What follows belongs to an exercise in optimizing a design on an open flow for small area, a short achievable clock period and few clock cycles per item; a production flow would make more cautious choices. The RTL was checked by simulation tests, not by an equivalence proof against the original design. Power figures rest on the tool's default switching activity, not on a simulated workload.

== job 7255 ==
## rank_order
module rank_order(
	input iClk,
	input iRst_n,
	input iValid,
	output oReady,
	input [3:0] iOrder,
	input [7:0] iNum1, iNum2, iNum3,
	input [7:0] iNum4, iNum5, iNum6,
	input [7:0] iNum7, iNum8, iNum9,
	output reg [7:0] oValue,
	output reg oValid
);
For scale: about 1100 cells after synthesis, roughly 89 I/O pins, ~9500 µm² of cells after synthesis.
Settings: LEC_CHECK=0, CAP_MARGIN=20, CORE_MARGIN=2, CORE_UTILIZATION=40, CTS_BUF_LIST=sky130_fd_sc_hd__clkbuf_4 sky130_fd_sc_hd__clkbuf_8, SETUP_SLACK_MARGIN=2.2, SLEW_MARGIN=20; clock period 5.0 ns.
standard.sh (not shown) runs the stock make flow with config.mk's settings and CLKGATE_MAP_FILE= SYNTH_SCRIPT=/design/flow/synth_recipe.tcl, a recipe that flattens the netlist after the stock synthesis.
==> flow/flow/run.sh <==
#!/bin/bash
# Standard ORFS layout with three changes: no full/half adder cells in synthesis
# (ABC maps that logic itself), plain buffers on the ports, and free cell swaps
# in repair.
set -euo pipefail
bash standard.sh ADDER_MAP_FILE= "BUFFER_PORTS_ARGS=-buffer_cell sky130_fd_sc_hd__buf_2" MATCH_CELL_FOOTPRINT=0 finish > standard.log 2>&1
Testbench counts of job 7255, summed over its fixed seeds: cycles 9,616, items 9,600.
The inputs of job 4499 differ from those of job 7255 as listed below.
==> flow/flow/run.sh <==
#!/bin/bash
# Standard ORFS layout (the standard.sh) with three changes:
#  - synthesis is the standard flow's own script, except that the final ABC mapping uses
#    flow/abc_delay.script (delay-targeted mapping) instead of ORFS's speed script;
#  - the port buffers are plain buf_2 cells;
#  - repair may swap cells across footprints.
set -euo pipefail
work=$(pwd)
export MY_ABC_SCRIPT=$work/flow/abc_delay.script
export FLOW_SYNTH_TCL=$work/synth_recipe.tcl
bash standard.sh "SYNTH_SCRIPT=$work/flow/synth.tcl" \
  "BUFFER_PORTS_ARGS=-buffer_cell sky130_fd_sc_hd__buf_2" MATCH_CELL_FOOTPRINT=0 \
  finish > standard.log 2>&1
==> flow/flow/abc_delay.script (new file) <==
strash
dch
map -D 1500
topo
buffer -c
upsize -c -D 1500
dnsize -c -D 1500
==> flow/flow/synth.tcl (new file) <==
# The standard flow's synthesis script, with the final ABC call pointed at our own ABC script.
proc abc {args} {
  set i [lsearch -exact $args -script]
  if {$i >= 0} { lset args [expr {$i + 1}] $::env(MY_ABC_SCRIPT) }
  yosys abc {*}$args
}
source $::env(FLOW_SYNTH_TCL)
--- outcome ---
Cmp job 4499 and job 7255 / final critical-path share of the clock period / lower: job 7255. The higher power spent charging and discharging nets came out of job 7255. The count of buffers not belonging to the clock network in the layout in job 4499 is 0.891 times that in job 7255. Per the comparison of job 4499 with job 7255, worst path setup slack after routing went down 0.16 ns, non-filler instance count after layout has decreased, standby leakage power has decreased, worst relative slew slack shows an increase of 15 points.
diff inputs: job 4499 => job 9440
==> flow/flow/run.sh <==
#!/bin/bash
# Standard ORFS layout, with plain buffers on the ports and free cell swaps in repair.
set -euo pipefail
bash standard.sh "BUFFER_PORTS_ARGS=-buffer_cell sky130_fd_sc_hd__buf_2" MATCH_CELL_FOOTPRINT=0 finish > standard.log 2>&1
removed: flow/flow/abc_delay.script
removed: flow/flow/synth.tcl
[summary]
Post-route clock skew: job 9440 vs job 4499 up 0.0067 ns
NOTE: peak per-stage delay on the critical path in job 9440 falls short of that of job 4499
Job 9440 gives less sequential power share than job 4499 did.
Job 9440 vs job 4499, worst setup path startpoint: ge_q[38] vs ge_q[19]
Job 9440 vs. job 4499: worst supply voltage drop on vdd went up about 43%, mux cell area share after synthesis moved up, total power higher.


The RTL this note starts from:
==> flow/design.v <==
module comparison (
	input       iClk,
	input [7:0] iNum1,
	input [7:0] iNum2,
	output reg [7:0] oNum_Smaller,
	output reg [7:0] oNum_Greater
);
	always @(posedge iClk) begin
		if (iNum1 <= iNum2) begin
			oNum_Smaller <= iNum1;
			oNum_Greater <= iNum2;
		end else begin
			oNum_Smaller <= iNum2;
			oNum_Greater <= iNum1;
		end
	end
endmodule
module rank_order(
	input iClk,
	input iRst_n,
	input iValid,
	output oReady,
	input [3:0] iOrder,
	input [7:0] iNum1, iNum2, iNum3,
	input [7:0] iNum4, iNum5, iNum6,
	input [7:0] iNum7, iNum8, iNum9,
	output reg [7:0] oValue,
	output reg oValid
);
	assign oReady = 1'b1;
	wire [71:0] x = {iNum9, iNum8, iNum7, iNum6, iNum5, iNum4, iNum3, iNum2, iNum1};
	function ge8(input [7:0] a, input [7:0] b);
		reg cy; integer q;
		begin
			cy = 1'b1;
			for (q = 0; q < 8; q = q + 1) cy = (a[q] & ~b[q]) | (a[q] & cy) | (~b[q] & cy);
			ge8 = cy;
		end
	endfunction
	function [1:0] fa(input a, input b, input c);
		fa = {(a & b) | (a & c) | (b & c), a ^ b ^ c};
	endfunction
	wire [80:0] ge;
	genvar gi, gj;
	generate
		for (gi = 0; gi < 9; gi = gi + 1) begin : cmp
			for (gj = 0; gj < gi; gj = gj + 1) begin : col
				assign ge[9*gi+gj] = ge8(x[8*gi +: 8], x[8*gj +: 8]);
			end
		end
	endgenerate
	function cbit(input [80:0] g, input integer i, input integer j);
		cbit = (j < i) ? g[9*i+j] : ~g[9*j+i];
	endfunction
	reg [3:0] cs_q [0:8];
	reg [8:0] ring_q;    
	generate
		for (gi = 0; gi < 9; gi = gi + 1) begin : row
			localparam integer A = (gi + 2) % 9, B = (gi + 3) % 9, C = (gi + 4) % 9;
			localparam integer D = (gi + 5) % 9, E = (gi + 6) % 9, F = (gi + 7) % 9;
			wire [1:0] f0 = fa(cbit(ge, gi, A), cbit(ge, gi, B), cbit(ge, gi, C));
			wire [1:0] f1 = fa(cbit(ge, gi, D), cbit(ge, gi, E), cbit(ge, gi, F));
			always @(posedge iClk) cs_q[gi] <= {f1, f0};
			localparam integer N = (gi + 1) % 9;
			if (N < gi) begin : rl
				always @(posedge iClk) ring_q[gi] <= ge[9*gi+N];
			end else begin : rh
				always @(posedge iClk) ring_q[gi] <= ge[9*N+gi];
			end
		end
	endgenerate
	reg [71:0] x_q;
	reg [3:0] ord_q;
	reg vld_q;
	always @(posedge iClk) begin
		if (!iRst_n) vld_q <= 1'b0;
		else vld_q <= iValid;
		x_q <= x;
		ord_q <= iOrder;
	end
	wire [3:0] km1 = ord_q - 4'd1;
	wire [3:0] km2 = ord_q - 4'd2;
	wire [8:0] sel;
	wire [71:0] pick;
	generate
		for (gi = 0; gi < 9; gi = gi + 1) begin : rank
			wire [3:0] v = cs_q[gi];
			localparam integer P = (gi + 8) % 9, N = (gi + 1) % 9;
			wire rp = (P < gi) ? ring_q[P] : ~ring_q[P];    
			wire rn = (N < gi) ? ring_q[gi] : ~ring_q[gi];  
			wire [1:0] f2 = fa(v[0], v[2], rp);
			wire [1:0] f3 = fa(v[1], v[3], f2[1]);
			wire [3:0] p = {1'b0, f3[1], f3[0], f2[0]};
			assign sel[gi] = rn ? (p == km2) : (p == km1);
			assign pick[8*gi +: 8] = {8{sel[gi]}} & x_q[8*gi +: 8];
		end
	endgenerate
	wire [7:0] res = pick[7:0] | pick[15:8] | pick[23:16] | pick[31:24] | pick[39:32]
	               | pick[47:40] | pick[55:48] | pick[63:56] | pick[71:64];
	always @(posedge iClk) begin
		if (!iRst_n) oValid <= 1'b0;
		else oValid <= vld_q;
		oValue <= res;
	end
endmodule
export LEC_CHECK = 0
export CAP_MARGIN = 20
export CORE_MARGIN = 2
export CORE_UTILIZATION = 40
export CTS_BUF_LIST = sky130_fd_sc_hd__clkbuf_4 sky130_fd_sc_hd__clkbuf_8
export SETUP_SLACK_MARGIN = 2.8
export SLEW_MARGIN = 20
create_clock -name core_clock -period 5.0 [get_ports {iClk}]
==> flow/flow/run.sh <==
#!/bin/bash
# Standard ORFS layout (the standard.sh) with three changes:
#  - synthesis is the standard flow's own script, except that the final ABC mapping uses
#    flow/abc_delay.script (delay-targeted mapping) instead of ORFS's speed script;
#  - the port buffers are plain buf_2 cells;
#  - repair may swap cells across footprints.
set -euo pipefail
work=$(pwd)
export MY_ABC_SCRIPT=$work/flow/abc_delay.script
export FLOW_SYNTH_TCL=$work/synth_recipe.tcl
bash standard.sh "SYNTH_SCRIPT=$work/flow/synth.tcl" \
  "BUFFER_PORTS_ARGS=-buffer_cell sky130_fd_sc_hd__buf_2" MATCH_CELL_FOOTPRINT=0 \
  finish > standard.log 2>&1
==> flow/flow/abc_delay.script <==
strash
dch
map -D 1500
topo
buffer -c
upsize -c -D 1500
dnsize -c -D 1500
==> flow/flow/synth.tcl <==
# The standard flow's synthesis script, with the final ABC call pointed at our own ABC script.
proc abc {args} {
  set i [lsearch -exact $args -script]
  if {$i >= 0} { lset args [expr {$i + 1}] $::env(MY_ABC_SCRIPT) }
  yosys abc {*}$args
}
source $::env(FLOW_SYNTH_TCL)
Testbench counts at the start, summed over its fixed seeds: cycles 9,616, items 9,600.
Edit:
- SETUP_SLACK_MARGIN: 2.8 -> 2.5
Result: Sequential power hardly moves; routed wire length decreases by 6.3%; synthesized area is unchanged.
Edit:
- CORE_UTILIZATION: 40 -> 50
- SETUP_SLACK_MARGIN: 2.5 -> 2.6
What happened: Setup slack improved by 0.060 ns; total power decreases by a few percent; cell area increases slightly; area after synthesis does not change; via count increases slightly; clock power decreases by about a fifth; critical path depth is unchanged; register-to-register slack improved by 0.04 ns.
Edit:
- CORE_UTILIZATION: 50 -> 40
- GPL_TIMING_DRIVEN: unset -> 0
Outcome: Non-clock buffer count came out higher by 68. Total power came out higher by 4.7%. Wire length came out higher by 1.9%. Area after synthesis does not change. Setup slack gains 0.016 ns. Via count came out higher by 1.1%. Clock-buffer cell count came out higher by 2. Die area came out higher by 24%. Cell area came out higher by 7.2%. Critical path depth came out higher by 1. Global-route usage came out lower by 6.2 points.


== run 1 ==
Starts from the design.v that is shown in full above.
clock: 5.0 ns
lec_check: 0
cap_margin: 20
core_margin: 2
core_utilization: 40
cts_buf_list: sky130_fd_sc_hd__clkbuf_4 sky130_fd_sc_hd__clkbuf_8
setup_slack_margin: 2.6
slew_margin: 20
Scripts as last shown in full above: flow/flow/run.sh, flow/flow/abc_delay.script, flow/flow/synth.tcl
Testbench counts of run 1, summed over its fixed seeds: cycles 9,616, items 9,600.
Input-level comparison between run 2 and run 1:
Settings: a change of SETUP_SLACK_MARGIN from 2.6 to 2.0.
### Flow results
- Looking at total power across run 1 and run 2, the one that comes out lower is run 2.
- Run 2 vs. run 1: setup slack of the critical path after layout saw a decrease, sequential cell count saw little to no change, clock network power share saw an increase, maximum fanout count along the critical path saw an increase.
- Measured against each other, run 1 and run 2 differ in cell count of the worst reg-to-reg path, the higher figure coming from run 2.
diff inputs: run 2 => run 3
Settings: SETUP_SLACK_MARGIN changed from 2.0 to 2.4.
### Flow results
Run 3 ran to completion and came out clean on the timing, design-rule and antenna checks.
Going from run 2 to run 3, the power was found to have gone down by 67 µW.
Proportion of power drawn by flip-flops and latches is lower on run 2
Run 3 does better than run 2 on clock-net power.
Compared with run 2, run 3 ends up with a larger final cell area.

## static timing again, ports no longer ideal
The flow's constraints put no driver on any port. The routed layouts listed below were extracted and timed again, unchanged, in two steps. Step 1, drivers: a clkbuf_16 drives iClk and a buf_2 each remaining input, both assumed. Step 2 adds t to the input delays and takes it off the output delays; t is the mean of the earliest and latest rising clock arrival at the registers after step 1. Input paths then give back, and output paths get back, about the clock's delay inside the block. Three values: ideal ports, drivers, drivers and shift; two values: the first two.
| run | shift t [ns] | slack for setup (ns) | cell pins on the clock port's net |
|---|---|---|---|
| job 7255 | 0.492 | 2.199 / 2.197 / 1.705 | 1 |
| job 4499 | 0.489 | 2.043 / 2.043 / 2.043 | 1 |
| job 9440 | 0.483 | 2.045 / 2.045 / 1.839 | 1 |
| the first run of note 2 | 0.481 | 2.556 / 2.556 / 2.138 | 1 |
| the second run of note 2 | 0.481 | 2.452 / 2.461 / 1.979 | 1 |
| the third run of note 2 | 0.477 | 2.513 / 2.513 / 2.139 | 1 |
| the fourth run of note 2 | 0.492 | 2.528 / 2.547 / 2.057 | 1 |
| run 1 | 0.479 | 2.592 / 2.595 / 2.115 | 1 |
| run 2 | 0.481 | 2.202 / 2.220 / 1.739 | 1 |
| run 3 | 0.490 | 2.405 / 2.422 / 1.932 | 1 |
After both steps every run listed still meets setup and hold. For job 7255, which loses most, drivers alone change the setup slack by -0.002 ns; drivers and shift together by -0.494 ns.
